This is an optimization exercise on Yosys and OpenROAD, whose aim is small area and a short achievable clock period, not a production implementation. RTL that was checked went through simulation tests only; none was proved equivalent to the original. No functional check of the RTL was part of runs 2 to 6.

### design/flow/config.mk
export PLATFORM = sky130hd
export DESIGN_NAME = viterbi_data_forward
export DESIGN_NICKNAME = viterbi_data_forward
export VERILOG_FILES = /design/flow/design.v
export SDC_FILE = /design/flow/constraint.sdc
export NUM_CORES = 8
export LEC_CHECK = 0
export CAP_MARGIN = 5
export CORE_MARGIN = 2
export CORE_UTILIZATION = 40
export CTS_BUF_LIST = sky130_fd_sc_hd__clkbuf_8
export CTS_CLUSTER_SIZE = 30
export SETUP_SLACK_MARGIN = 1.7
export SLEW_MARGIN = 5
### design/flow/constraint.sdc
create_clock -name core_clock -period 5.5 [get_ports {clk}]
set_input_delay 1.1000 -clock core_clock [delete_from_list [all_inputs] [get_ports {clk}]]
set_output_delay 1.1000 -clock core_clock [all_outputs]
set_load 0.01 [all_outputs]
### design/flow/design.v
module viterbi_add_select #(
    parameter ZA = 0,
    parameter ZB = 0
) (
    input             clk,
    input      [11:0] m0,       
    input      [11:0] m1,       
    input      [8:0]  bA,
    input      [8:0]  bB,
    input      [9:0]  eu,       
    input      [9:0]  ed,       
    input             go,       
    input             hold,     
    output reg        du,       
    output reg        dd,       
    output reg [11:0] mu,       
    output reg [11:0] md        
);
wire [11:0] i0 = {m0[11:8] + 4'd1, m0[7:0]};    
wire [11:0] i1 = {m1[11:8] + 4'd1, m1[7:0]};    
wire [11:0] u0 = ZA ? i0 : m0 + {3'd0, bA};
wire [11:0] u1 = ZB ? i1 : m1 + {3'd0, bB};
wire [11:0] d0 = ZB ? i0 : m0 + {3'd0, bB};
wire [11:0] d1 = ZA ? i1 : m1 + {3'd0, bA};
wire [11:0] n1 = ~m1;
wire [11:0] xu = {{2{eu[9]}}, eu};
wire [11:0] xd = {{2{ed[9]}}, ed};
wire [11:0] su = m0 ^ n1 ^ xu;
wire [11:0] cu = (m0 & n1) | (m0 & xu) | (n1 & xu);
wire [11:0] sd = m0 ^ n1 ^ xd;
wire [11:0] cd = (m0 & n1) | (m0 & xd) | (n1 & xd);
wire        gu = ~sign12(su, {cu[10:0], 1'b1});
wire        gd = ~sign12(sd, {cd[10:0], 1'b1});
function automatic sign12;
    input [11:0] x;
    input [11:0] y;
    reg   [10:0] g, p, g2, p2;
    integer j, k;
    begin
        g = x[10:0] & y[10:0];
        p = x[10:0] | y[10:0];
        for (k = 1; k < 11; k = k * 2) begin
            g2 = g;
            p2 = p;
            for (j = k; j < 11; j = j + 1) begin
                g2[j] = g[j] | (p[j] & g[j-k]);
                p2[j] = p[j] & p[j-k];
            end
            g = g2;
            p = p2;
        end
        sign12 = x[11] ^ y[11] ^ g[10];
    end
endfunction
wire su0 = go & ~gu;
wire su1 = go &  gu;
wire sd0 = go & ~gd;
wire sd1 = go &  gd;
always @(posedge clk) begin
    du <= gu;
    dd <= gd;
    mu <= ({12{su0}} & u0) | ({12{su1}} & u1) | ({12{hold}} & mu);
    md <= ({12{sd0}} & d0) | ({12{sd1}} & d1) | ({12{hold}} & md);
end
endmodule
module viterbi_data_forward(
    input         clk,
    input         rst,
    input  [7:0]  LLR0,
    input  [7:0]  LLR1,
    input         data_in_v,
    output [63:0] back_info,
    output        back_info_v
);
localparam [63:0] ATAB = {
    2'd3, 2'd2, 2'd3, 2'd2, 2'd0, 2'd1, 2'd0, 2'd1,
    2'd0, 2'd1, 2'd0, 2'd1, 2'd3, 2'd2, 2'd3, 2'd2,
    2'd1, 2'd0, 2'd1, 2'd0, 2'd2, 2'd3, 2'd2, 2'd3,
    2'd2, 2'd3, 2'd2, 2'd3, 2'd1, 2'd0, 2'd1, 2'd0};
wire [8:0] p = {LLR0[7], LLR0} + {LLR1[7], LLR1} + 9'd256;
reg  [7:0] ra, rb, na, nb;
reg  [8:0] rp, np;
reg  [9:0] rq, rnq, rpp, rnp;    
reg  [9:0] iq, inq, ipp, inp;    
reg        v1, v2, clr;
always @(posedge clk) begin
    ra  <= LLR0;
    rb  <= LLR1;
    rp  <= p;
    na  <= ~LLR0;
    nb  <= ~LLR1;
    np  <= ~p;
    rq  <= {LLR0[7], LLR0[7], LLR0} - {LLR1[7], LLR1[7], LLR1};
    rnq <= {LLR1[7], LLR1[7], LLR1} - {LLR0[7], LLR0[7], LLR0};
    rpp <= {LLR0[7], LLR0[7], LLR0} + {LLR1[7], LLR1[7], LLR1};
    rnp <= -({LLR0[7], LLR0[7], LLR0} + {LLR1[7], LLR1[7], LLR1});
    iq  <= ~({LLR0[7], LLR0[7], LLR0} - {LLR1[7], LLR1[7], LLR1});
    inq <= ~({LLR1[7], LLR1[7], LLR1} - {LLR0[7], LLR0[7], LLR0});
    ipp <= ~({LLR0[7], LLR0[7], LLR0} + {LLR1[7], LLR1[7], LLR1});
    inp <= ~(-({LLR0[7], LLR0[7], LLR0} + {LLR1[7], LLR1[7], LLR1}));
    v1  <= data_in_v & ~rst;
    v2  <= v1 & ~rst;
    clr <= rst;
end
wire go   = v1;
wire hold = ~v1 & ~clr;
wire [8:0] bm [0:7];
assign bm[0] = 9'd256;
assign bm[1] = {~ra[7], ra[7], ra[6:0]};
assign bm[2] = {~rb[7], rb[7], rb[6:0]};
assign bm[3] = rp;
assign bm[4] = 9'd256;
assign bm[5] = ~{~na[7], na[7], na[6:0]};
assign bm[6] = ~{~nb[7], nb[7], nb[6:0]};
assign bm[7] = ~np;
wire [9:0] ee [0:7];
assign ee[0] = rnp;
assign ee[1] = rq;
assign ee[2] = rnq;
assign ee[3] = rpp;
assign ee[4] = ~inp;
assign ee[5] = ~iq;
assign ee[6] = ~inq;
assign ee[7] = ~ipp;
wire [11:0] m [0:63];
genvar i;
generate
    for (i = 0; i < 32; i = i + 1) begin : bf
        localparam integer A = ATAB[2*i +: 2];
        localparam integer B = 3 - A;
        localparam integer C = (i >= 16) ? 4 : 0;    
        viterbi_add_select #(.ZA(A == 0), .ZB(B == 0)) u (
            .clk  (clk),
            .m0   (m[2*i]),
            .m1   (m[2*i+1]),
            .bA   (bm[C+A]),
            .bB   (bm[C+B]),
            .eu   (ee[C+A]),
            .ed   (ee[C+B]),
            .go   (go),
            .hold (hold),
            .du   (back_info[i]),
            .dd   (back_info[i+32]),
            .mu   (m[i]),
            .md   (m[i+32])
        );
    end
endgenerate
assign back_info_v = v2;
endmodule
### design/flow/run.sh
#!/bin/bash
# synth_recipe.tcl (not shown) runs the flow's synth.tcl, then flattens the netlist and writes it again
# the make line also repeats each setting of config.mk as NAME=value (left out here)
make -C /OpenROAD-flow-scripts/flow DESIGN_CONFIG=/design/flow/config.mk WORK_HOME=/design/flow/orfs CLKGATE_MAP_FILE= SYNTH_SCRIPT=/design/flow/synth_recipe.tcl finish
==> flow_summary.toml, run 1 <==
[run_status]
status = "no timing/DRC/antenna violations"

[clock_tree]
cts.sinks = 949
max-clock-path-buffers = 3
htree_levels = 4
cts_tree = "built"
cts_made_buffers = 189
clock_latency_ps = 1070
cts.hold.buffers_added = 0
cts.clk_slew.worst_paths_ps = 60
cts-root-buf = "clkbuf_8"

[placement]
dp_cells = 14800
hpwl_um = 344000
post-place-ws_ps = 661
place.gp.congestion = 1.01
io_buffer_count = 83

[finish]
final_cell_mix = "nand2_1 (997), ha_1 (960), inv_1 (898)"
layout-drive-gt1-share_pct = 9.26
fillers = 24300
final_net_count = 13500
area_delta_synth_final_pct = 12.6
final_common_cell = "nand2_1"
fin_cells = 15300

[timing]
rsz0062_at_grt = "yes"
fin_setup_tns_ps = 0
period_share_pct = 68.5
finalMaxSlewViolations = 0
fin_hold_ws_ps = 489
tightestPinTransition_ps = 1340
period_needed_ps = 3770
hold_viol_final = 0
final.setup_skew_ps = 84.2
setup_viol = 0
fin_ws_ps = 1730
max_freq_mhz = 265
maxSlewHeadroom_pct = 10.4

[setup_path]
crit_slowest_cell = "dfxtp_2"
crit_arrival_ps = 4770
path_max_fanout = 11
crit_top_cell = "maj3_2"
crit_type = "reg -> reg"
cp_slowest_stage_delay_ps = 520
cp.required_ps = 6500
worstSetupEndpointType = "flip-flop"
crit_path_start_kind = "flip-flop"
crit_chain = "buf_4, fa_1, or2_2, o2111ai_1, a31oi_1, maj3_2, maj3_2, maj3_2, xnor2_4, buf_12, mux2i_1, a22o_1"

[route]
drtPass1Iterations = 6
route.detailed.drc = 0
drt_iter0_markers = 9114
wl_um = 443000
ant_nets = 0
vias_per_cell = 6.05
num_vias = 92500
wl_per_cell_um = 29.0

[die]
fp.dieH_um = 507
boundaryPins = 84
rows = 184
die_x_um = 507
core_mm2 = 0.251
initial_core_util_pct = 40.2
die_area_mm2 = 0.257

[synthesis]
synth.yosys.seq_area_share_pct = 18.8
synth_area_mm2 = 0.101
synth_cells = 11500
ys_ff_latch = 949
synth_area_per_cell_um2 = 8.80
syn-num-nets = 13200
async_flop_share_pct = 0
synth-edff-count = 0
ys_types = 90
synth_top_flop_cell = "dfxtp_1"
yosysWarningCount = 4

[global_routing]
grt_pass1_vias = 90500
antenna_found_initial = 24
grt_pass1_wl_um = 628000
grt_start_max_net_pins = 174
grt_usage_pct = 33.6
overflow = 0

[hold_path]
hold_class = "reg -> reg"

[job]
maxCapViolCount = 0
-- synth_stat cells, drive strengths merged, types with 22 or more instances --
master,count,area (µm²)
nand2b,78,488
maj3,126,1280
o21ai,880,4410
o22ai,112,701
a22oi,56,420
nand3,275,1380
inv,886,3330
ha,960,12000
a22o,130,1140
a21oi,620,3100
o31ai,102,776
and3,26,163
nor2,505,1900
xor2,322,2840
nor3,157,801
and2,74,463
a21boi,114,856
a211o,29,254
xnor2,880,7770
a31oi,77,482
a221o,41,410
dfxtp,949,19000
nor4,27,169
o41ai,41,374
o311ai,137,1200
nand4,45,282
or3,32,200
a21o,219,1640
nand2,998,3750
o221ai,22,193
a32oi,32,280
clkbuf,286,1070
or2,48,300
a221oi,31,290
a31o,28,245
o21bai,145,1090
o211ai,73,558
fa,778,15600
mux2i,504,5040
a211oi,84,631
nor2b,169,1060
buf,126,840
o21a,62,465
-- critical path, delay by kind of cell (launching register included) --
kind                       cells  cell delay (ps)
adders and majority gates      4             1480
DFF                            1              520
buffers and inverters          2              500
AOI/OAI and AO/OA              3              440
and+or+nand+nor                1              330
muxes                          1              270
xor gates and xnor gates       1              180
-- cell type report --
class,instances,area [µm²],share of cell area [%]
flip-flops and latches,949,19200,16.8
repair buffers,502,4360,3.83
well taps,3348,4190,3.68
diodes,16,40.0,0.0351
clock buffers,241,3320,2.91
clock inverters,113,1170,1.03
inverters,887,3390,2.97
multi-input cells,9249,78300,68.7
-- metrics by stage --
stage	area, µm²	utilization, %
floorplan	101000	-
global placement	107000	42.7
detailed placement	107000	42.7
CTS	113000	44.9
global route	114000	45.3
finish	114000	45.3
-- final timing paths --
kind | start | end | slack, ps | cells past startpoint
worst max-delay path | ipp[4]$_DFF_P_ | bf[31].u.mu[1]$_DFF_P_ | 1730 | 12
worst min-delay path | bf[27].u.mu[10]$_DFF_P_ | bf[27].u.mu[10]$_DFF_P_ | 490 | 2
worst max register to register | ipp[4]$_DFF_P_ | bf[31].u.mu[1]$_DFF_P_ | 1730 | 12
worst min register to register | bf[27].u.mu[10]$_DFF_P_ | bf[27].u.mu[10]$_DFF_P_ | 490 | 2
-- per-layer routing --
| metal | wire (µm) | global-route usage, % | vias up |
|---|---|---|---|
| met5 | 13 | 0 | - |
| met4 | 42900 | 26.5 | 2 |
| met3 | 38000 | 6.41 | 1332 |
| met2 | 192000 | 52.0 | 4357 |
| met1 | 171000 | 41.0 | 45400 |
| li1 | - | - | 41500 |
-- cells by family after synthesis --
| kind of cell | Yosys count | synth area share (%) |
|---|---|---|
| AOI/OAI and AO/OA | 3199 | 20.9 |
| and+or+nand+nor | 2467 | 11.1 |
| adders and majority gates | 1864 | 28.5 |
| buffers and inverters | 1299 | 5.18 |
| xor gates and xnor gates | 1202 | 10.5 |
| DFF | 949 | 18.8 |
| muxes | 509 | 5.04 |
-- sequential cells by signal, indices dropped and copies added (netlist names), 10 cells and up --
signal,flops
bf.u.dd,32
bf.u.du,32
bf.u.md,384
bf.u.mu,384
inp,10
rnp,10
-- what timing repair did --
| action | 4_1_cts | 5_1_grt |
|---|---|---|
| endpoints found under the hold margin | 0 | 0 |
| gates resized for setup | 123 | 142 |
| endpoints found under the setup margin | 621 | 344 |
| gates cloned | 4 | 4 |
| pin swaps | 9 | 20 |
| buffers inserted | 42 | 48 |
==> inputs of run 2 (changes only) <==
--- a/design/flow/design.v
+++ b/design/flow/design.v
@@ -1,6 +1,7 @@
 module viterbi_add_select #(
     parameter ZA = 0,
-    parameter ZB = 0
+    parameter ZB = 0,
+    parameter INV = 0        
 ) (
     input             clk,
     input      [11:0] m0,       
@@ -22,15 +23,16 @@
 wire [11:0] u1 = ZB ? i1 : m1 + {3'd0, bB};
 wire [11:0] d0 = ZB ? i0 : m0 + {3'd0, bB};
 wire [11:0] d1 = ZA ? i1 : m1 + {3'd0, bA};
-wire [11:0] n1 = ~m1;
+wire [11:0] x0 = INV ? ~m0 : m0;
+wire [11:0] x1 = INV ? m1 : ~m1;
 wire [11:0] xu = {{2{eu[9]}}, eu};
 wire [11:0] xd = {{2{ed[9]}}, ed};
-wire [11:0] su = m0 ^ n1 ^ xu;
-wire [11:0] cu = (m0 & n1) | (m0 & xu) | (n1 & xu);
-wire [11:0] sd = m0 ^ n1 ^ xd;
-wire [11:0] cd = (m0 & n1) | (m0 & xd) | (n1 & xd);
-wire        gu = ~sign12(su, {cu[10:0], 1'b1});
-wire        gd = ~sign12(sd, {cd[10:0], 1'b1});
+wire [11:0] su = x0 ^ x1 ^ xu;
+wire [11:0] cu = (x0 & x1) | (x0 & xu) | (x1 & xu);
+wire [11:0] sd = x0 ^ x1 ^ xd;
+wire [11:0] cd = (x0 & x1) | (x0 & xd) | (x1 & xd);
+wire        gu = INV ^ ~sign12(su, {cu[10:0], 1'b1});
+wire        gd = INV ^ ~sign12(sd, {cd[10:0], 1'b1});
 function automatic sign12;
     input [11:0] x;
     input [11:0] y;
@@ -118,10 +120,10 @@
 assign ee[1] = rq;
 assign ee[2] = rnq;
 assign ee[3] = rpp;
-assign ee[4] = ~inp;
-assign ee[5] = ~iq;
-assign ee[6] = ~inq;
-assign ee[7] = ~ipp;
+assign ee[4] = inp;     
+assign ee[5] = iq;
+assign ee[6] = inq;
+assign ee[7] = ipp;
 wire [11:0] m [0:63];
 genvar i;
 generate
@@ -129,7 +131,7 @@
         localparam integer A = ATAB[2*i +: 2];
         localparam integer B = 3 - A;
         localparam integer C = (i >= 16) ? 4 : 0;    
-        viterbi_add_select #(.ZA(A == 0), .ZB(B == 0)) u (
+        viterbi_add_select #(.ZA(A == 0), .ZB(B == 0), .INV(C != 0)) u (
             .clk  (clk),
             .m0   (m[2*i]),
             .m1   (m[2*i+1]),
--- a/design/flow/config.mk
+++ b/design/flow/config.mk
@@ -5,10 +5,10 @@
 export SDC_FILE = /design/flow/constraint.sdc
 export NUM_CORES = 8
 export LEC_CHECK = 0
-export CAP_MARGIN = 5
+export CAP_MARGIN = 20
 export CORE_MARGIN = 2
 export CORE_UTILIZATION = 40
 export CTS_BUF_LIST = sky130_fd_sc_hd__clkbuf_8
 export CTS_CLUSTER_SIZE = 30
 export SETUP_SLACK_MARGIN = 1.7
-export SLEW_MARGIN = 5
+export SLEW_MARGIN = 20
==> run 2 against run 1 <==
  * Die area decreased by 0.60%
  * Largest cell class unchanged
  * Highest routed layer unchanged
==> flow_summary.toml, run 2 <==
[timing]
maxSlewHeadroom_pct = 19.5
setup_viol = 0
final.setup_skew_ps = 65.2
fin_hold_ws_ps = 524
hold_viol_final = 0
fin_setup_tns_ps = 0
fin_ws_ps = 1650
max_freq_mhz = 260
period_needed_ps = 3850
finalMaxSlewViolations = 0
tightestPinTransition_ps = 1200
rsz0062_at_grt = "yes"
period_share_pct = 70.0

[finish]
layout-drive-gt1-share_pct = 9.77
area_delta_synth_final_pct = 12.8
final_net_count = 13400
fillers = 24100
final_core_util_pct = 45.2
final_cell_mix = "ha_1 (950), inv_1 (883), dfxtp_1 (862)"
top_regs = "bf.u.md (384), bf.u.mu (384)"
final_common_cell = "ha_1"

[route]
ant_nets = 0
wl_um = 467000
num_vias = 94400
route.detailed.drc = 0
wl_per_cell_um = 30.8
drt_iter0_markers = 10600
drtPass1Iterations = 10
vias_per_cell = 6.23

[global_routing]
grt_pass1_wl_um = 652000
grt_pass1_vias = 90600
grt_usage_pct = 35.4
overflow = 0
grt_start_max_net_pins = 134
antenna_found_initial = 28
met3_usage_pct = 11.2
grt.busiest_layer = "met2"
met2_usage_pct = 50.9
grtUsageMet1_pct = 45.8

[clock_tree]
cts.sinks = 949
clock_latency_ps = 1080
max-clock-path-buffers = 3
cts-root-buf = "clkbuf_8"
htree_levels = 4
cts_made_buffers = 195
cts.clk_slew.worst_paths_ps = 60
cts_tree = "built"

[job]
maxCapViolCount = 0

[synthesis]
synth.yosys.seq_area_share_pct = 18.9
yosysWarningCount = 7
synthTopCellsByCount = "ha_1 (950), dfxtp_1 (949), inv_1 (865)"
synth-edff-count = 0
synth_cells = 11300
synth.largest_area_cell = "dfxtp_1"
synth_top_flop_cell = "dfxtp_1"
synth_top_area_share_pct = 18.9
synthTopCellsByArea = "dfxtp_1 (19%), fa_1 (15%), ha_1 (12%), xnor2_1 (7.3%), mux2i_1 (5.0%)"
async_flop_share_pct = 0
synth_area_per_cell_um2 = 8.86
syn-num-nets = 13100
synth_area_mm2 = 0.101
ys_ff_latch = 949
ys_types = 80
yosysMostFrequentCell = "ha_1"

[placement]
post-place-ws_ps = 1050
hpwl_um = 365000
io_buffer_count = 83
place.gp.congestion = 1.04

[die]
core_mm2 = 0.251
rows = 184
initial_core_util_pct = 40.1
boundaryPins = 84
fp.dieH_um = 505
die_x_um = 505
die_area_mm2 = 0.255

[setup_path]
crit_arrival_ps = 4840
r2r-start = "bf[13].u.md[2]$_DFF_P_"
startpoint = "bf[13].u.md[2]$_DFF_P_"
worstSetupEndpointType = "flip-flop"
reg2reg_slack_ps = 1650
r2r_cells = 11
cp.required_ps = 6490
crit_type = "reg -> reg"
crit_path_start_kind = "flip-flop"
path_max_fanout = 22

[hold_path]
hold_class = "reg -> reg"
min_path_cells = 1
min_from = "bf[0].u.mu[0]$_DFF_P_"

[run_status]
status = "no timing/DRC/antenna violations"
==> run 2: path summary, 6_finish.rpt <==
path                                               end
worst max-delay path            bf[22].u.mu[1]$_DFF_P_
worst min-delay path             bf[0].u.mu[0]$_DFF_P_
worst max register to register  bf[22].u.mu[1]$_DFF_P_
worst min register to register   bf[0].u.mu[0]$_DFF_P_
==> run 2: worst max-delay path, stage by stage (launching register included) <==
cell	delay, ps
dfxtp_1	410
inv_1	200
fa_1	510
nor2b_1	150
maj3_1	350
a2111oi_1	510
a211oi_1	100
o22ai_1	330
xnor2_2	170
buf_6	270
mux2i_2	570
a22o_1	220
==> run 2: through the flow <==
stage                     std cells  area [µm²]
after floorplan               11300      101000
after global placement        14700      107000
after detailed placement      14700      107000
after CTS                     15100      112000
after global routing          15100      113000
final                         15200      113000
==> run 2: per-layer routing <==
metal	vias to the layer above	share of wire, %	routed length [µm]
met5	-	0.032	149
met4	22	7.2	33600
met3	1298	13	59100
met2	5351	41	190000
met1	46300	39	184000
li1	41400	-	-
==> run 2: kinds of logic after synthesis <==
family                     synth area share (%)
AOI/OAI and AO/OA                          21.0
DFF                                        18.9
and+or+nand+nor                            10.8
xor gates and xnor gates                   10.3
adders and majority gates                  28.5
muxes                                      5.32
buffers and inverters                      5.27
==> run 2: final cells by class <==
| class | instances | area [µm²] | share of cell area, % |
|---|---|---|---|
| antenna | 11 | 27.5 | 0.0243 |
| clock buffer | 251 | 3450 | 3.05 |
| clock inverter | 109 | 1000 | 0.881 |
| inverter | 873 | 3330 | 2.94 |
| multi-input combinational | 9092 | 77600 | 68.4 |
| sequential | 949 | 19200 | 16.9 |
| tap | 3348 | 4190 | 3.69 |
| timing repair buffer | 523 | 4640 | 4.09 |
==> run 2: timing repair <==
item                                   in CTS  in global routing
setup endpoints to repair                 640                402
cloned                                      3                  5
endpoints found under the hold margin       0                  0
pin swaps                                  12                 26
hold buffers                                0                  0
buffers inserted                           35                 55
resized for setup                         133                149
==> inputs of run 3 (changes only) <==
--- a/design/flow/config.mk
+++ b/design/flow/config.mk
@@ -10,5 +10,5 @@
 export CORE_UTILIZATION = 40
 export CTS_BUF_LIST = sky130_fd_sc_hd__clkbuf_8
 export CTS_CLUSTER_SIZE = 30
-export SETUP_SLACK_MARGIN = 1.7
+export SETUP_SLACK_MARGIN = 2.0
 export SLEW_MARGIN = 20
==> run 3 against run 2 <==
  * Still clean on timing, DRC and antenna
  * Clock-buffer cell count down 20
  * Cell count up 1.9%
  * Routed wire length up 0.61%
  * Flip-flop and latch count unchanged
  * Global-route usage down 0.26 points
  * Non-clock buffer count up 282
  * Critical path depth up 3
==> flow_summary.toml, run 3 <==
[route]
wl_per_cell_um = 30.4
ant_nets = 0
wl_um = 470000
route.detailed.drc = 0
num_vias = 95800
drtPass1Iterations = 9
vias_per_cell = 6.20
drt_iter0_markers = 10500

[clock_tree]
htree_levels = 4
cts_made_buffers = 190
cts_tree = "built"
max-clock-path-buffers = 3
cts.clk_slew.worst_paths_ps = 70
cts.hold.buffers_added = 0
cts-root-buf = "clkbuf_8"
clock_latency_ps = 1070
cts.sinks = 949

[finish]
final_cell_mix = "ha_1 (950), inv_1 (866), dfxtp_1 (834)"
layout-drive-gt1-share_pct = 16.5
final_net_count = 13700
fillers = 23400
top_regs = "bf.u.md (384), bf.u.mu (384)"
fin_area_mm2 = 0.121
final_common_cell = "ha_1"
area_delta_synth_final_pct = 20.4

[die]
core_mm2 = 0.251
die_area_mm2 = 0.255
fp.dieH_um = 505
boundaryPins = 84
initial_core_util_pct = 40.1
rows = 184
die_x_um = 505

[timing]
max_freq_mhz = 270
maxSlewHeadroom_pct = 16.5
final.setup_skew_ps = 79.7
period_needed_ps = 3700
setup_viol = 0
rsz0062_at_grt = "yes"
period_share_pct = 67.2
hold_viol_final = 0
tightestPinTransition_ps = 1250
fin_setup_tns_ps = 0
finalMaxSlewViolations = 0

[synthesis]
synth-simple-area-share_pct = 10.8
yosysMostFrequentCell = "ha_1"
synthTopCellsByCount = "ha_1 (950), dfxtp_1 (949), inv_1 (865)"
synthAdderAreaFrac_pct = 28.5
synth_top_family_by_area = "adder cells"
synth-edff-count = 0
synth_area_mm2 = 0.101
synth_area_per_cell_um2 = 8.86
muxShareOfSynthArea_pct = 5.32
synth.yosys.seq_area_share_pct = 18.9
ys_types = 80
syn-num-nets = 13100
async_flop_share_pct = 0
synthXorXnorAreaFrac_pct = 10.3
synth_top_area_share_pct = 18.9
synth_top_flop_cell = "dfxtp_1"
synth_cells = 11300
yosysWarningCount = 7
synth-compound-area-share_pct = 21.0
synth.largest_area_cell = "dfxtp_1"
ys_ff_latch = 949
synthTopCellsByArea = "dfxtp_1 (19%), fa_1 (15%), ha_1 (12%), xnor2_1 (7.3%), mux2i_1 (5.0%)"

[placement]
io_buffer_count = 83
place.gp.congestion = 1.02
post_dp_cell_area_mm2 = 0.107
hpwl_um = 356000

[setup_path]
crit_arrival_ps = 4550
cp.required_ps = 6360
path_max_fanout = 6
crit_type = "reg -> reg"
worstSetupEndpointType = "flip-flop"
crit_path_start_kind = "flip-flop"

[run_status]
status = "no timing/DRC/antenna violations"

[global_routing]
grt_start_max_net_pins = 136
overflow = 0
grt_usage_pct = 35.1
antenna_found_initial = 28
grt_pass1_vias = 90600
grt_pass1_wl_um = 650000

[job]
maxCapViolCount = 0

[hold_path]
hold_class = "reg -> reg"
==> run 3: cell counts after synthesis <==
No cell type changed its count.
==> run 3: final timing paths <==
| kind | from | end | slack (ps) | cells past startpoint |
|---|---|---|---|---|
| setup reg to reg | inp[0]$_DFF_P_ | bf[21].u.mu[10]$_DFF_P_ | 1800 | 14 |
| hold / removal | bf[5].u.md[10]$_DFF_P_ | bf[5].u.md[10]$_DFF_P_ | 490 | 2 |
| setup / recovery | inp[0]$_DFF_P_ | bf[21].u.mu[10]$_DFF_P_ | 1800 | 14 |
| hold reg to reg | bf[5].u.md[10]$_DFF_P_ | bf[5].u.md[10]$_DFF_P_ | 490 | 2 |
==> run 3: critical path, stage by stage (launching register included) <==
cell	delay, ps
dfxtp_4	400
clkinvlp_4	140
buf_12	190
buf_12	160
fa_2	590
o21bai_1	90
a21oi_1	140
o21bai_1	90
maj3_2	310
maj3_2	350
a211oi_4	350
xnor2_4	220
buf_4	180
mux2i_1	210
o22ai_1	80
==> run 3: area by class of cell <==
| type | instances | area, µm² | area share, % |
|---|---|---|---|
| inverters | 873 | 3360 | 2.78 |
| diodes | 13 | 32.5 | 0.0269 |
| clock buffers | 231 | 3180 | 2.63 |
| clock inverters | 115 | 1080 | 0.890 |
| repair buffers | 805 | 8100 | 6.69 |
| well taps | 3348 | 4190 | 3.46 |
| repair inverters | 1 | 5.00 | 0.00413 |
| flip-flops and latches | 949 | 19200 | 15.9 |
| multi-input cells | 9110 | 81900 | 67.6 |
==> run 3: kinds of logic after synthesis <==
logic type	Yosys count
simple gates	2299
xor+xnor	1173
flops	949
buf+inv	1307
fa+ha+maj	1841
compound gates	3243
mux	531
==> run 3: metrics by stage <==
step	util (%)	setup WS [ps]	std cells	hold WS, ps
after floorplan	-	1950	11300	480
after global placement	42.6	857	14700	461
after detailed placement	42.6	835	14700	469
after CTS	46.2	1810	15300	486
after global routing	48.3	1700	15400	537
final	48.3	1800	15400	488
==> run 3: routing by layer <==
metal | vias to the layer above | track usage (%) | routed length [µm] | share of wire (%)
li1 | 42000 | - | - | -
met1 | 47200 | 45.8 | 186000 | 40
met2 | 5276 | 50.5 | 191000 | 41
met3 | 1297 | 11.1 | 58400 | 12
met4 | 6 | 21.1 | 34700 | 7.4
met5 | - | 0 | 55 | 0.012
==> run 3: what timing repair did <==
| action | in CTS | in global routing |
|---|---|---|
| endpoints found under the setup margin | 814 | 691 |
| setup buffers | 198 | 150 |
| pin swaps | 166 | 305 |
| cloned | 22 | 26 |
| gates resized for setup | 618 | 752 |
==> inputs of run 4 (changes only) <==
--- a/design/flow/design.v
+++ b/design/flow/design.v
@@ -1,8 +1,4 @@
-module viterbi_add_select #(
-    parameter ZA = 0,
-    parameter ZB = 0,
-    parameter INV = 0        
-) (
+module viterbi_add_select (
     input             clk,
     input      [11:0] m0,       
     input      [11:0] m1,       
@@ -17,52 +13,30 @@
     output reg [11:0] mu,       
     output reg [11:0] md        
 );
-wire [11:0] i0 = {m0[11:8] + 4'd1, m0[7:0]};    
-wire [11:0] i1 = {m1[11:8] + 4'd1, m1[7:0]};    
-wire [11:0] u0 = ZA ? i0 : m0 + {3'd0, bA};
-wire [11:0] u1 = ZB ? i1 : m1 + {3'd0, bB};
-wire [11:0] d0 = ZB ? i0 : m0 + {3'd0, bB};
-wire [11:0] d1 = ZA ? i1 : m1 + {3'd0, bA};
-wire [11:0] x0 = INV ? ~m0 : m0;
-wire [11:0] x1 = INV ? m1 : ~m1;
+wire [11:0] n1 = ~m1;
 wire [11:0] xu = {{2{eu[9]}}, eu};
 wire [11:0] xd = {{2{ed[9]}}, ed};
-wire [11:0] su = x0 ^ x1 ^ xu;
-wire [11:0] cu = (x0 & x1) | (x0 & xu) | (x1 & xu);
-wire [11:0] sd = x0 ^ x1 ^ xd;
-wire [11:0] cd = (x0 & x1) | (x0 & xd) | (x1 & xd);
-wire        gu = INV ^ ~sign12(su, {cu[10:0], 1'b1});
-wire        gd = INV ^ ~sign12(sd, {cd[10:0], 1'b1});
-function automatic sign12;
-    input [11:0] x;
-    input [11:0] y;
-    reg   [10:0] g, p, g2, p2;
-    integer j, k;
-    begin
-        g = x[10:0] & y[10:0];
-        p = x[10:0] | y[10:0];
-        for (k = 1; k < 11; k = k * 2) begin
-            g2 = g;
-            p2 = p;
-            for (j = k; j < 11; j = j + 1) begin
-                g2[j] = g[j] | (p[j] & g[j-k]);
-                p2[j] = p[j] & p[j-k];
-            end
-            g = g2;
-            p = p2;
-        end
-        sign12 = x[11] ^ y[11] ^ g[10];
-    end
-endfunction
+wire [11:0] su = m0 ^ n1 ^ xu;
+wire [11:0] cu = (m0 & n1) | (m0 & xu) | (n1 & xu);
+wire [11:0] sd = m0 ^ n1 ^ xd;
+wire [11:0] cd = (m0 & n1) | (m0 & xd) | (n1 & xd);
+wire [11:0] tu = su + {cu[10:0], 1'b1};
+wire [11:0] td = sd + {cd[10:0], 1'b1};
+wire        gu = ~tu[11];
+wire        gd = ~td[11];
 wire su0 = go & ~gu;
 wire su1 = go &  gu;
 wire sd0 = go & ~gd;
 wire sd1 = go &  gd;
+wire [11:0] xmu = ({12{su0}} & m0) | ({12{su1}} & m1) | ({12{hold}} & mu);
+wire [11:0] xmd = ({12{sd0}} & m0) | ({12{sd1}} & m1) | ({12{hold}} & md);
+wire [8:0]  ybu = ({9{su0}} & bA) | ({9{su1}} & bB);
+wire [8:0]  ybd = ({9{sd0}} & bB) | ({9{sd1}} & bA);
 always @(posedge clk) begin
     du <= gu;
     dd <= gd;
-    mu <= ({12{su0}} & u0) | ({12{su1}} & u1) | ({12{hold}} & mu);
-    md <= ({12{sd0}} & d0) | ({12{sd1}} & d1) | ({12{hold}} & md);
+    mu <= xmu + {3'd0, ybu};
+    md <= xmd + {3'd0, ybd};
 end
 endmodule
 module viterbi_data_forward(
@@ -120,10 +94,10 @@
 assign ee[1] = rq;
 assign ee[2] = rnq;
 assign ee[3] = rpp;
-assign ee[4] = inp;     
-assign ee[5] = iq;
-assign ee[6] = inq;
-assign ee[7] = ipp;
+assign ee[4] = ~inp;
+assign ee[5] = ~iq;
+assign ee[6] = ~inq;
+assign ee[7] = ~ipp;
 wire [11:0] m [0:63];
 genvar i;
 generate
@@ -131,7 +105,7 @@
         localparam integer A = ATAB[2*i +: 2];
         localparam integer B = 3 - A;
         localparam integer C = (i >= 16) ? 4 : 0;    
-        viterbi_add_select #(.ZA(A == 0), .ZB(B == 0), .INV(C != 0)) u (
+        viterbi_add_select u (
             .clk  (clk),
             .m0   (m[2*i]),
             .m1   (m[2*i+1]),
--- a/design/flow/config.mk
+++ b/design/flow/config.mk
@@ -8,7 +8,5 @@
 export CAP_MARGIN = 20
 export CORE_MARGIN = 2
 export CORE_UTILIZATION = 40
-export CTS_BUF_LIST = sky130_fd_sc_hd__clkbuf_8
-export CTS_CLUSTER_SIZE = 30
-export SETUP_SLACK_MARGIN = 2.0
+export SETUP_SLACK_MARGIN = 1.2
 export SLEW_MARGIN = 20
==> run 4 against run 3 <==
  * First-iteration DRC count is 19% higher
  * Worst hold slack improved by 150 ps
  * Worst setup slack got worse by 1500 ps
  * Sequential share of layout area up 0.23 points
  * Synthesized area is 2.5% lower
  * Largest cell class unchanged
  * Routed wire length rose by 3.1%
  * Register-to-register slack got worse by 1500 ps
==> flow_summary.toml, run 4 <==
[global_routing]
overflow = 0
met2_usage_pct = 51.9
grt_start_max_net_pins = 114
grt_usage_pct = 37.7
grt_pass1_vias = 89100
grt.busiest_layer = "met2"
grtUsageMet1_pct = 50.0
antenna_found_initial = 54
grt_pass1_wl_um = 666000
met3_usage_pct = 12.9

[setup_path]
crit_type = "reg -> reg"
crit_slowest_cell = "fa_1"
r2r-start = "rpp[8]$_DFF_P_"
crit_top_cell = "a21oi_2"
r2r-end = "bf[0].u.md[10]$_DFF_P_"
path_delay_family = "compound AO/OA/AOI/OAI gates"
cp.required_ps = 6200
worst-path-stages = 24
path_max_fanout = 6
cp_slowest_stage_delay_ps = 550
reg2reg_slack_ps = 340
worstSetupEndpointType = "flip-flop"
crit_arrival_ps = 5860
crit_chain = "clkinvlp_4, buf_12, fa_1, inv_2, ha_4, and4_4, o211ai_1, a21oi_2, nor2_2, xnor2_2, buf_12, mux2i_4, buf_6, o22ai_2, ha_2, fa_2, a21o_1, a21oi_2, o21bai_1, a21oi_2, nor2b_1, o31a_1, o21bai_1, xnor2_1"
crit_buf_inv = 5
r2r_cells = 24
crit_path_start_kind = "flip-flop"

[synthesis]
synth_cells = 11500
yosysWarningCount = 2
synth_top_flop_cell = "dfxtp_1"
syn-num-nets = 13500
synth_area_mm2 = 0.0980
async_flop_share_pct = 0
ys_ff_latch = 949
ys_types = 86
synth_top_area_share_pct = 19.4
synth_area_per_cell_um2 = 8.56
synthTopCellsByArea = "dfxtp_1 (19%), ha_1 (16%), fa_1 (15%), inv_1 (5.0%), a21oi_1 (4.8%)"
synth-edff-count = 0
synthTopCellsByCount = "inv_1 (1293), ha_1 (1248), nor2_1 (1031)"
synth.yosys.seq_area_share_pct = 19.4
synth.largest_area_cell = "dfxtp_1"
yosysMostFrequentCell = "inv_1"

[clock_tree]
cts_tree = "built"
cts_made_buffers = 133
htree_levels = 4
max-clock-path-buffers = 3
cts.clk_slew.worst_paths_ps = 60
cts.hold.buffers_added = 0
cts-root-buf = "clkbuf_16"
cts.sinks = 949
clock_latency_ps = 840

[die]
initial_core_util_pct = 40.3
core_mm2 = 0.243
die_x_um = 499
boundaryPins = 84
fp.dieH_um = 499
rows = 181
die_area_mm2 = 0.249

[timing]
maxSlewHeadroom_pct = 8.26
rsz0062_at_grt = "yes"
finalMaxSlewViolations = 0
tightestPinTransition_ps = 1370
hold_viol_final = 0
final.setup_skew_ps = 51.4
setup_viol = 0
period_share_pct = 93.8
max_freq_mhz = 194
period_needed_ps = 5160

[route]
wl_per_cell_um = 31.2
num_vias = 93800
wl_um = 485000
route.detailed.drc = 0
vias_per_cell = 6.03
drt_iter0_markers = 12500
ant_nets = 0
drtPass1Iterations = 8

[placement]
post_dp_cell_area_mm2 = 0.108
place.gp.congestion = 1.07
io_buffer_count = 83
hpwl_um = 372000

[finish]
top_regs = "bf.u.md (384), bf.u.mu (384)"
final_core_util_pct = 48.8
final_common_cell = "inv_1"
fillers = 22800
fin_area_mm2 = 0.119
final_net_count = 14200
layout-drive-gt1-share_pct = 17.9
area_delta_synth_final_pct = 21.1
final_cell_mix = "inv_1 (1251), ha_1 (1160), nor2_1 (1017)"

[hold_path]
min_to = "bf[25].u.md[9]$_DFF_P_"
min_from = "bf[25].u.md[9]$_DFF_P_"
hold_class = "reg -> reg"
min_path_cells = 2

[job]
maxCapViolCount = 0

[run_status]
status = "no timing/DRC/antenna violations"
[run 4: changes by cell type in the layout (fill, tap and decap cells not counted), moves of 112 or more]
cell / change
mux2i_4: -126
clkbuf_8: -202
xor2_1: -123
ha_1: +210
nor2_1: +538
a21oi_2: +112
clkbuf_16: +126
mux2i_1: +119
xnor2_1: -273
o22ai_1: -161
nand3_1: -203
inv_1: +385
buf_4: +347
[run 4: area by class of cell]
cell class	instances	area [µm²]	share of cell area, %
Clock inverter	49	588	0.495
Timing Repair Buffer	1091	10100	8.47
Multi-Input combinational cell	8695	75800	63.9
Clock buffer	190	3940	3.32
Inverter	1311	5070	4.27
Tap cell	3202	4010	3.38
Sequential cell	949	19100	16.1
Antenna cell	52	130	0.110
[run 4: kinds of logic (layout without fill, tap and decap cells)]
family | after synthesis | in the layout | synth area share (%)
AO/OA/AOI/OAI | 2775 | 2775 | 17.4
XOR/XNOR | 783 | 787 | 7.37
multiplexers | 507 | 507 | 5.30
adder cells (fa/ha/maj) | 1994 | 1994 | 31.2
AND/OR/NAND/NOR | 2630 | 2632 | 12.0
other | 0 | 52 | 0
buffers and inverters | 1817 | 2641 | 7.36
flip-flops | 949 | 949 | 19.4
[run 4: tightest hold or removal path, cell delays in order (launching register included)]
cell	delay (ps)
dfxtp_1	360
a22oi_2	110
xor2_1	120
[run 4: timing repair]
action	in CTS	in global routing
gates cloned	5	4
gates resized for setup	448	373
pin swaps	162	230
setup buffers	186	129
setup endpoints to repair	515	508
[run 4: worst max-delay path by stage]
stage,end,startpoint
after CTS,bf[0].u.md[10]$_DFF_P_,rpp[8]$_DFF_P_
after detailed placement,bf[26].u.mu[10]$_DFF_P_,iq[8]$_DFF_P_
after floorplan,bf[3].u.md[10]$_DFF_P_,rnq[8]$_DFF_P_
after global placement,bf[26].u.mu[10]$_DFF_P_,iq[1]$_DFF_P_
final,bf[0].u.md[10]$_DFF_P_,rpp[8]$_DFF_P_
after global routing,bf[0].u.md[10]$_DFF_P_,rpp[8]$_DFF_P_
[run 4: metrics by stage]
step,setup TNS (ps),setup WS [ps],hold slack [ps],instances
after floorplan,0,439,552,11500
after global placement,0,11.6,623,14900
after detailed placement,-14.3,-14.3,618,14900
after CTS,0,535,630,15400
after global routing,0,216,667,15500
final,0,339,635,15500
[run 4: routing by layer]
layer | part of all wire [%] | routed length [µm]
met3 | 14 | 66000
met5 | 0.059 | 287
met4 | 7.3 | 35300
met2 | 39 | 190000
met1 | 40 | 193000
==> inputs of run 5 (changes only) <==
--- a/design/flow/design.v
+++ b/design/flow/design.v
@@ -1,4 +1,7 @@
-module viterbi_add_select (
+module viterbi_add_select #(
+    parameter ZA = 0,
+    parameter ZB = 0
+) (
     input             clk,
     input      [11:0] m0,       
     input      [11:0] m1,       
@@ -13,6 +16,12 @@
     output reg [11:0] mu,       
     output reg [11:0] md        
 );
+wire [11:0] i0 = {m0[11:8] + 4'd1, m0[7:0]};    
+wire [11:0] i1 = {m1[11:8] + 4'd1, m1[7:0]};    
+wire [11:0] u0 = ZA ? i0 : m0 + {3'd0, bA};
+wire [11:0] u1 = ZB ? i1 : m1 + {3'd0, bB};
+wire [11:0] d0 = ZB ? i0 : m0 + {3'd0, bB};
+wire [11:0] d1 = ZA ? i1 : m1 + {3'd0, bA};
 wire [11:0] n1 = ~m1;
 wire [11:0] xu = {{2{eu[9]}}, eu};
 wire [11:0] xd = {{2{ed[9]}}, ed};
@@ -20,23 +29,39 @@
 wire [11:0] cu = (m0 & n1) | (m0 & xu) | (n1 & xu);
 wire [11:0] sd = m0 ^ n1 ^ xd;
 wire [11:0] cd = (m0 & n1) | (m0 & xd) | (n1 & xd);
-wire [11:0] tu = su + {cu[10:0], 1'b1};
-wire [11:0] td = sd + {cd[10:0], 1'b1};
-wire        gu = ~tu[11];
-wire        gd = ~td[11];
+wire        gu = ~sign12(su, {cu[10:0], 1'b1});
+wire        gd = ~sign12(sd, {cd[10:0], 1'b1});
+function automatic sign12;
+    input [11:0] x;
+    input [11:0] y;
+    reg   [10:0] g, p;
+    reg   g01, p01, g23, p23, g45, p45, g67, p67, g89, p89;
+    reg   g03, p03, g47, p47, g8a, p8a, g07, p07, g0a;
+    begin
+        g = x[10:0] & y[10:0];
+        p = x[10:0] | y[10:0];
+        g01 = g[1] | (p[1] & g[0]);   p01 = p[1] & p[0];
+        g23 = g[3] | (p[3] & g[2]);   p23 = p[3] & p[2];
+        g45 = g[5] | (p[5] & g[4]);   p45 = p[5] & p[4];
+        g67 = g[7] | (p[7] & g[6]);   p67 = p[7] & p[6];
+        g89 = g[9] | (p[9] & g[8]);   p89 = p[9] & p[8];
+        g03 = g23 | (p23 & g01);      p03 = p23 & p01;
+        g47 = g67 | (p67 & g45);      p47 = p67 & p45;
+        g8a = g[10] | (p[10] & g89);  p8a = p[10] & p89;
+        g07 = g47 | (p47 & g03);      p07 = p47 & p03;
+        g0a = g8a | (p8a & g07);
+        sign12 = x[11] ^ y[11] ^ g0a;
+    end
+endfunction
 wire su0 = go & ~gu;
 wire su1 = go &  gu;
 wire sd0 = go & ~gd;
 wire sd1 = go &  gd;
-wire [11:0] xmu = ({12{su0}} & m0) | ({12{su1}} & m1) | ({12{hold}} & mu);
-wire [11:0] xmd = ({12{sd0}} & m0) | ({12{sd1}} & m1) | ({12{hold}} & md);
-wire [8:0]  ybu = ({9{su0}} & bA) | ({9{su1}} & bB);
-wire [8:0]  ybd = ({9{sd0}} & bB) | ({9{sd1}} & bA);
 always @(posedge clk) begin
     du <= gu;
     dd <= gd;
-    mu <= xmu + {3'd0, ybu};
-    md <= xmd + {3'd0, ybd};
+    mu <= ({12{su0}} & u0) | ({12{su1}} & u1) | ({12{hold}} & mu);
+    md <= ({12{sd0}} & d0) | ({12{sd1}} & d1) | ({12{hold}} & md);
 end
 endmodule
 module viterbi_data_forward(
@@ -105,7 +130,7 @@
         localparam integer A = ATAB[2*i +: 2];
         localparam integer B = 3 - A;
         localparam integer C = (i >= 16) ? 4 : 0;    
-        viterbi_add_select u (
+        viterbi_add_select #(.ZA(A == 0), .ZB(B == 0)) u (
             .clk  (clk),
             .m0   (m[2*i]),
             .m1   (m[2*i+1]),
--- a/design/flow/config.mk
+++ b/design/flow/config.mk
@@ -8,5 +8,7 @@
 export CAP_MARGIN = 20
 export CORE_MARGIN = 2
 export CORE_UTILIZATION = 40
-export SETUP_SLACK_MARGIN = 1.2
+export CTS_BUF_LIST = sky130_fd_sc_hd__clkbuf_8
+export CTS_CLUSTER_SIZE = 30
+export SETUP_SLACK_MARGIN = 1.7
 export SLEW_MARGIN = 20
==> run 5 against run 4 <==
  * Worst setup slack gained 1400 ps
  * Flip-flop and latch count did not move
  * Synthesized area increased by 6.5%
  * Clock-buffer cell count rose by 59
  * Worst hold slack lost 150 ps
  * Non-clock buffer count shrank 515
==> flow_summary.toml, run 5 <==
[synthesis]
synth.largest_area_cell = "dfxtp_1"
synth.yosys.seq_area_share_pct = 18.2
ys_ff_latch = 949
async_flop_share_pct = 0
ys_types = 97
synthTopCellsByCount = "inv_1 (1195), nand2_1 (1192), ha_1 (960)"
yosysWarningCount = 4
synth_top_flop_cell = "dfxtp_1"
synth-edff-count = 0
synth_top_area_share_pct = 18.2
yosysMostFrequentCell = "inv_1"
synth_area_mm2 = 0.104
synthTopCellsByArea = "dfxtp_1 (18%), fa_1 (15%), ha_1 (12%), xnor2_1 (7.0%), inv_1 (4.3%)"
synth_area_per_cell_um2 = 8.57
synth_cells = 12200
syn-num-nets = 13900

[finish]
fillers = 25300
final_cell_mix = "inv_1 (1190), nand2_1 (1188), ha_1 (960)"
area_delta_synth_final_pct = 12.9
final_core_util_pct = 45.4
top_regs = "bf.u.md (384), bf.u.mu (384)"
final_net_count = 14300
final_common_cell = "inv_1"
layout-drive-gt1-share_pct = 9.68

[setup_path]
crit_type = "reg -> reg"
path_delay_family = "compound AO/OA/AOI/OAI gates"
r2r-end = "bf[12].u.mu[10]$_DFF_P_"
crit_chain = "buf_4, ha_1, a21o_1, a21o_1, a21o_1, a21o_1, a21oi_1, o21ai_0, nand2_1, xnor2_1, mux2i_2, o21ai_1"
reg2reg_slack_ps = 1730
r2r_cells = 12
crit_slowest_cell = "dfxtp_1"
crit_path_start_kind = "flip-flop"
path_max_fanout = 7
cp.required_ps = 6360
cp_slowest_stage_delay_ps = 1050
crit_top_cell = "a21o_1"
worst-path-stages = 12
cp-endpoint = "bf[12].u.mu[10]$_DFF_P_"
startpoint = "rp[2]$_DFF_P_"
worstSetupEndpointType = "flip-flop"
r2r-start = "rp[2]$_DFF_P_"
crit_buf_inv = 1
crit_arrival_ps = 4640

[route]
route.detailed.drc = 0
drt_iter0_markers = 11000
drtPass1Iterations = 6
wl_per_cell_um = 27.4
wl_um = 441000
ant_nets = 0
vias_per_cell = 5.94
num_vias = 95500

[placement]
io_buffer_count = 83
place.gp.congestion = 1.02
hpwl_um = 342000

[global_routing]
antenna_found_initial = 35
grt_usage_pct = 32.5
grt_pass1_vias = 88700
grt_start_max_net_pins = 185
grt_pass1_wl_um = 627000
overflow = 0

[clock_tree]
cts.hold.buffers_added = 0
max-clock-path-buffers = 4
cts.sinks = 949
cts_made_buffers = 197
cts-root-buf = "clkbuf_8"
cts.clk_slew.worst_paths_ps = 70
clock_latency_ps = 1070
htree_levels = 4
cts_tree = "built"

[die]
fp.dieH_um = 515
core_mm2 = 0.259
boundaryPins = 84
initial_core_util_pct = 40.2
die_x_um = 515
die_area_mm2 = 0.265
rows = 187

[hold_path]
min_path_cells = 2
hold_class = "reg -> reg"

[timing]
fin_hold_ws_ps = 487
max_freq_mhz = 265
maxSlewHeadroom_pct = 18.1
fin_setup_tns_ps = 0
period_share_pct = 68.6
finalMaxSlewViolations = 0
rsz0062_at_grt = "yes"
final.setup_skew_ps = 116
setup_viol = 0
period_needed_ps = 3770
tightestPinTransition_ps = 1230
hold_viol_final = 0

[run_status]
status = "no timing/DRC/antenna violations"

[job]
maxCapViolCount = 0
[run 5: changes by cell type in the layout (fill, tap and decap cells not counted), moves of 216 or more]
cell,previous run,this run
o22ai_1,266,50
xnor2_1,518,823
clkbuf_8,29,250
nand3_1,45,633
buf_4,838,415
nor2_1,1017,426
nand2_1,747,1188
[run 5: cell type report]
cell class	instances	area [µm²]	share of cell area, %
multi-input combinational	9578	80100	67.9
sequential	949	19100	16.2
timing repair buffer	576	5320	4.51
inverter	1198	4620	3.92
tap	3402	4260	3.61
clock buffer	249	3430	2.91
clock inverter	99	980	0.831
antenna	22	55.1	0.0467
[run 5: per-stage QoR]
| step | cells | area [µm²] | setup slack (ps) |
|---|---|---|---|
| 6_report | 16100 | 118000 | 1730 |
| 4_1_cts | 16000 | 116000 | 1620 |
| 5_1_grt | 16100 | 118000 | 1650 |
| 2_1_floorplan | 12200 | 105000 | 1580 |
| 3_3_place_gp | 15500 | 110000 | 1030 |
| 3_5_place_dp | 15500 | 110000 | 999 |
[run 5: cell families (layout without fill, tap and decap cells)]
kind of cell	after synthesis	after routing	share of synthesized area (%)
muxes	334	334	3.21
xor gates and xnor gates	1235	1242	10.6
AOI/OAI and AO/OA	3063	3063	20.2
adders and majority gates	1883	1883	27.9
DFF	949	949	18.2
other	0	22	0
buffers and inverters	1667	2122	6.39
and+or+nand+nor	3051	3056	13.6
[run 5: tightest hold or removal path, stage by stage, from the launching register on]
cell     delay (ps)
dfxtp_1         330
nand2_1          50
o21ai_0          60
[run 5: timing repair]
action / 4_1_cts / 5_1_grt
resized for setup: 99 / 201
setup endpoints to repair: 644 / 529
cloned: 4 / 9
buffers inserted: 75 / 79
pin swaps: 18 / 39
[run 5: per-layer routing]
layer | wire length, µm | part of all wire [%] | vias to the layer above | track usage, %
li1 | - | - | 43600 | -
met1 | 182000 | 41 | 46200 | 43.6
met2 | 178000 | 40 | 4670 | 46.4
met3 | 53100 | 12 | 1077 | 9.81
met4 | 27600 | 6.3 | 20 | 17.4
met5 | 134 | 0.030 | - | 0
[run 5: worst min path at each step]
stage	slack [ps]	from	endpoint
final	490	bf[31].u.md[3]$_DFF_P_	bf[31].u.md[3]$_DFF_P_
after global routing	520	bf[31].u.md[3]$_DFF_P_	bf[31].u.md[3]$_DFF_P_
after CTS	490	bf[31].u.md[3]$_DFF_P_	bf[31].u.md[3]$_DFF_P_
after detailed placement	480	bf[31].u.md[3]$_DFF_P_	bf[31].u.md[3]$_DFF_P_
after global placement	470	bf[31].u.md[7]$_DFF_P_	bf[31].u.md[7]$_DFF_P_
after floorplan	450	bf[5].u.md[10]$_DFF_P_	bf[5].u.md[10]$_DFF_P_
==> inputs of run 6 (changes only) <==
==> design/flow/design.v (replaced) <==
module viterbi_add_select #(
    parameter ZA = 0,
    parameter ZB = 0
) (
    input             clk,
    input      [11:0] m0,       
    input      [11:0] m1,       
    input      [8:0]  bA,
    input      [8:0]  bB,
    input      [9:0]  eu,       
    input      [9:0]  ed,       
    input             go,       
    input             hold,     
    output reg        du,       
    output reg        dd,       
    output reg [11:0] mu,       
    output reg [11:0] md        
);
wire [11:0] i0 = {m0[11:8] + 4'd1, m0[7:0]};    
wire [11:0] i1 = {m1[11:8] + 4'd1, m1[7:0]};    
wire [11:0] u0 = ZA ? i0 : m0 + {3'd0, bA};
wire [11:0] u1 = ZB ? i1 : m1 + {3'd0, bB};
wire [11:0] d0 = ZB ? i0 : m0 + {3'd0, bB};
wire [11:0] d1 = ZA ? i1 : m1 + {3'd0, bA};
wire [11:0] n1 = ~m1;
wire [11:0] xu = {{2{eu[9]}}, eu};
wire [11:0] xd = {{2{ed[9]}}, ed};
wire [11:0] su = m0 ^ n1 ^ xu;
wire [11:0] cu = (m0 & n1) | (m0 & xu) | (n1 & xu);
wire [11:0] sd = m0 ^ n1 ^ xd;
wire [11:0] cd = (m0 & n1) | (m0 & xd) | (n1 & xd);
wire        gu = ~sign12(su, {cu[10:0], 1'b1});
wire        gd = ~sign12(sd, {cd[10:0], 1'b1});
function automatic sign12;
    input [11:0] x;
    input [11:0] y;
    reg   [10:0] g, p, g2, p2;
    integer j, k;
    begin
        g = x[10:0] & y[10:0];
        p = x[10:0] | y[10:0];
        for (k = 1; k < 11; k = k * 2) begin
            g2 = g;
            p2 = p;
            for (j = k; j < 11; j = j + 1) begin
                g2[j] = g[j] | (p[j] & g[j-k]);
                p2[j] = p[j] & p[j-k];
            end
            g = g2;
            p = p2;
        end
        sign12 = x[11] ^ y[11] ^ g[10];
    end
endfunction
wire su0 = go & ~gu;
wire su1 = go &  gu;
wire sd0 = go & ~gd;
wire sd1 = go &  gd;
always @(posedge clk) begin
    du <= gu;
    dd <= gd;
    mu <= ({12{su0}} & u0) | ({12{su1}} & u1) | ({12{hold}} & mu);
    md <= ({12{sd0}} & d0) | ({12{sd1}} & d1) | ({12{hold}} & md);
end
endmodule
module viterbi_data_forward(
    input         clk,
    input         rst,
    input  [7:0]  LLR0,
    input  [7:0]  LLR1,
    input         data_in_v,
    output [63:0] back_info,
    output        back_info_v
);
localparam [63:0] ATAB = {
    2'd3, 2'd2, 2'd3, 2'd2, 2'd0, 2'd1, 2'd0, 2'd1,
    2'd0, 2'd1, 2'd0, 2'd1, 2'd3, 2'd2, 2'd3, 2'd2,
    2'd1, 2'd0, 2'd1, 2'd0, 2'd2, 2'd3, 2'd2, 2'd3,
    2'd2, 2'd3, 2'd2, 2'd3, 2'd1, 2'd0, 2'd1, 2'd0};
wire [9:0] sa = {LLR0[7], LLR0[7], LLR0};
wire [9:0] sb = {LLR1[7], LLR1[7], LLR1};
reg  [7:0] ra, rb;
reg  [8:0] rp;
reg  [9:0] rq, rnq, rpp, rnp;    
reg        v1, v2, clr;
always @(posedge clk) begin
    ra  <= LLR0;
    rb  <= LLR1;
    rp  <= sa[8:0] + sb[8:0] + 9'd256;
    rq  <= sa - sb;
    rnq <= sb - sa;
    rpp <= sa + sb;
    rnp <= -(sa + sb);
    v1  <= data_in_v & ~rst;
    v2  <= v1 & ~rst;
    clr <= rst;
end
wire go   = v1;
wire hold = ~v1 & ~clr;
wire [8:0] bm [0:3];
assign bm[0] = 9'd256;
assign bm[1] = {~ra[7], ra[7], ra[6:0]};
assign bm[2] = {~rb[7], rb[7], rb[6:0]};
assign bm[3] = rp;
wire [9:0] ee [0:3];
assign ee[0] = rnp;
assign ee[1] = rq;
assign ee[2] = rnq;
assign ee[3] = rpp;
wire [11:0] m [0:63];
genvar i;
generate
    for (i = 0; i < 32; i = i + 1) begin : bf
        localparam integer A = ATAB[2*i +: 2];
        localparam integer B = 3 - A;
        viterbi_add_select #(.ZA(A == 0), .ZB(B == 0)) u (
            .clk  (clk),
            .m0   (m[2*i]),
            .m1   (m[2*i+1]),
            .bA   (bm[A]),
            .bB   (bm[B]),
            .eu   (ee[A]),
            .ed   (ee[B]),
            .go   (go),
            .hold (hold),
            .du   (back_info[i]),
            .dd   (back_info[i+32]),
            .mu   (m[i]),
            .md   (m[i+32])
        );
    end
endgenerate
assign back_info_v = v2;
endmodule
==> run 6 against run 5 <==
  * Still clean
  * Die area fell by 6.4%
  * Worst hold slack gained 51 ps
  * Register-to-register slack lost 340 ps
  * Critical path depth is 3 higher
  * Synthesized cell count is 11% lower
  * Flip-flop and latch count fell by 57
  * Routed wire length fell by 4.1%
  * Clock-buffer cell count down 13
  * Via count decreased by 5.8%
  * Critical path type unchanged
  * Critical endpoint is now bf[26].u.md[1]$_DFF_P_
==> flow_summary.toml, run 6 <==
[setup_path]
reg2reg_slack_ps = 1390
crit_chain = "buf_12, buf_16, buf_6, fa_1, maj3_2, a2111o_1, a31oi_4, o21ai_2, maj3_2, a221oi_2, nor4_2, a211oi_4, buf_12, mux2i_4, o22ai_1"
r2r_cells = 15
crit_path_start_kind = "flip-flop"
crit_arrival_ps = 5010
crit_buf_inv = 4
r2r-end = "bf[26].u.md[1]$_DFF_P_"
crit_slowest_cell = "fa_1"
cp_slowest_stage_delay_ps = 460
crit_type = "reg -> reg"
cp-endpoint = "bf[26].u.md[1]$_DFF_P_"
cp.required_ps = 6400
r2r-start = "rnp[0]$_DFF_P_"
worstSetupEndpointType = "flip-flop"
path_delay_family = "compound AO/OA/AOI/OAI gates"
path_max_fanout = 5
worst-path-stages = 15
startpoint = "rnp[0]$_DFF_P_"

[finish]
final-seq-area_mm2 = 0.0181
top_regs = "bf.u.md (384), bf.u.mu (384)"
fillers = 22400
final_net_count = 13200
area_delta_synth_final_pct = 21.5
multiInputGateArea_mm2 = 0.0810
final_core_util_pct = 48.8
layout-drive-gt1-share_pct = 16.4
final_cell_mix = "ha_1 (960), inv_1 (874), xnor2_1 (821)"
final_common_cell = "ha_1"

[route]
drtPass1Iterations = 6
vias_per_cell = 6.08
route.detailed.drc = 0
num_vias = 89900
wl_per_cell_um = 28.6
ant_nets = 0
wl_um = 423000
drt_iter0_markers = 8119

[timing]
period_needed_ps = 4110
fin_setup_tns_ps = 0
max_freq_mhz = 243
setup_viol = 0
final.setup_skew_ps = 56.6
tightestPinTransition_ps = 1240
period_share_pct = 74.8
hold_viol_final = 0
rsz0062_at_grt = "yes"
maxSlewHeadroom_pct = 17.4
finalMaxSlewViolations = 0

[global_routing]
grt_pass1_wl_um = 599000
grt.busiest_layer = "met2"
overflow = 0
met3_usage_pct = 7.00
grt_start_max_net_pins = 168
grtUsageMet1_pct = 42.9
grt_pass1_vias = 87600
grt_usage_pct = 32.7
met2_usage_pct = 49.6
antenna_found_initial = 30

[hold_path]
min_path_cells = 2
hold_class = "reg -> reg"

[synthesis]
synth-edff-count = 0
ys_ff_latch = 892
synth_cells = 10900
syn-num-nets = 12600
synth.yosys.seq_area_share_pct = 18.3
synth_area_mm2 = 0.0977
ys_types = 81
synthTopCellsByArea = "dfxtp_1 (18%), fa_1 (16%), ha_1 (12%), xnor2_1 (7.6%), mux2i_1 (6.1%)"
synth_top_area_share_pct = 18.3
async_flop_share_pct = 0
synth.largest_area_cell = "dfxtp_1"
yosysMostFrequentCell = "ha_1"
synth_top_flop_cell = "dfxtp_1"
synthTopCellsByCount = "ha_1 (960), dfxtp_1 (892), xnor2_1 (848)"
synth_area_per_cell_um2 = 9.00
yosysWarningCount = 4

[die]
rows = 181
die_area_mm2 = 0.248
fp.dieH_um = 498
boundaryPins = 84
core_mm2 = 0.243
initial_core_util_pct = 40.2
die_x_um = 498

[placement]
io_buffer_count = 83
hpwl_um = 309000
place.gp.congestion = 0.975

[clock_tree]
cts-root-buf = "clkbuf_8"
cts_tree = "built"
clock_latency_ps = 1050
htree_levels = 4
cts.clk_slew.worst_paths_ps = 60
cts.sinks = 892
cts_made_buffers = 186
max-clock-path-buffers = 3

[job]
maxCapViolCount = 0

[run_status]
status = "no timing/DRC/antenna violations"
-- run 6: timing repair --
| item | CTS | global route |
|---|---|---|
| resized for setup | 664 | 619 |
| pin swaps | 168 | 345 |
| hold buffers | 0 | 0 |
| setup endpoints to repair | 790 | 711 |
| setup buffers | 242 | 135 |
| cloned | 28 | 19 |
-- run 6: worst min-delay path by stage --
stage / startpoint / to / slack, ps
2_1_floorplan: clr$_DFF_P_ / bf[17].u.md[11]$_DFF_P_ / 450
3_3_place_gp: bf[10].u.md[0]$_DFF_P_ / bf[10].u.md[0]$_DFF_P_ / 520
3_5_place_dp: bf[30].u.md[11]$_DFF_P_ / bf[30].u.md[11]$_DFF_P_ / 540
4_1_cts: rst / clr$_DFF_P_ / 530
5_1_grt: bf[16].u.md[0]$_DFF_P_ / bf[16].u.md[0]$_DFF_P_ / 580
6_report: bf[16].u.md[0]$_DFF_P_ / bf[16].u.md[0]$_DFF_P_ / 540
-- run 6: logic make-up (layout without fill, tap and decap cells) --
logic type | count (synthesis) | after routing | synth area share (%)
adder cells (fa/ha/maj) | 1903 | 1903 | 30.0
AND/OR/NAND/NOR | 1993 | 1994 | 9.31
AO/OA/AOI/OAI | 3008 | 3008 | 19.9
XOR/XNOR | 1239 | 1245 | 11.3
flip-flops | 892 | 892 | 18.3
buffers and inverters | 1208 | 1926 | 5.00
other | 0 | 8 | 0
multiplexers | 609 | 609 | 6.25
-- run 6: metrics by stage --
stage	hold slack [ps]	worst slack [ps]	area, µm²	cells
final	538	1390	119000	14800
after CTS	525	1440	114000	14600
after global routing	577	1290	119000	14800
after floorplan	454	985	98700	10900
after detailed placement	536	272	104000	14000
after global placement	518	300	104000	14000
-- run 6: metal layers --
layer  part of all wire (%)  routed length (µm)
met5                  0.028                 119
met4                    6.7               28500
met3                    9.2               38800
met2                     43              182000
met1                     41              174000
-- run 6: layout make-up --
| class | instances | area share [%] |
|---|---|---|
| Tap cell | 3202 | 3.38 |
| Timing Repair inverter | 2 | 0.0116 |
| Antenna cell | 8 | 0.0169 |
| Clock buffer | 236 | 2.74 |
| Clock inverter | 100 | 0.568 |
| Multi-Input combinational cell | 8759 | 68.2 |
| Sequential cell | 892 | 15.2 |
| Timing Repair Buffer | 739 | 7.07 |
| Inverter | 849 | 2.76 |
-- run 6: worst register-to-register path, delay by kind of cell (launching register included) --
family	cells	cell delay [ps]
mux	1	370
fa+ha+maj	3	1130
buf+inv	4	600
compound gates	6	1410
flops	1	370
simple gates	1	100

## re-timing with driven ports
No port has a modelled driver above. Below, the same layouts with a new extraction and two added sets of constraints. Step 1 (the two cells are an assumption about what drives the block):
set clk [get_ports {clk}]
set_driving_cell -lib_cell sky130_fd_sc_hd__clkbuf_16 $clk
set_driving_cell -lib_cell sky130_fd_sc_hd__buf_2 [delete_from_list [all_inputs] $clk]
Step 2, shift: input delay + t, output delay - t, t = (earliest + latest rising clock arrival at the registers) / 2. This alone moves slack from input paths to output paths. Slacks: ideal ports / drivers / drivers and shift; pairs: ideal ports / drivers.
| run | shift t [ns] | setup WS [ns] | worst setup path at the end |
|---|---|---|---|
| run 1 | 1.113 | 1.730 / 1.730 / 0.740 | input to register |
| run 2 | 1.151 | 1.650 / 1.650 / 1.075 | input to register |
| run 3 | 1.118 | 1.802 / 1.802 / 1.181 | input to register |
| run 4 | 0.920 | 0.339 / 0.339 / 0.339 | register to register |
| run 5 | 1.113 | 1.726 / 1.726 / 0.864 | input to register |
| run 6 | 1.109 | 1.387 / 1.387 / 1.277 | input to register |
After both steps setup and hold are still met in every run listed. The setup slack of run 1, which loses most, moves by 0.000 ns with the drivers and by -0.990 ns with both steps.
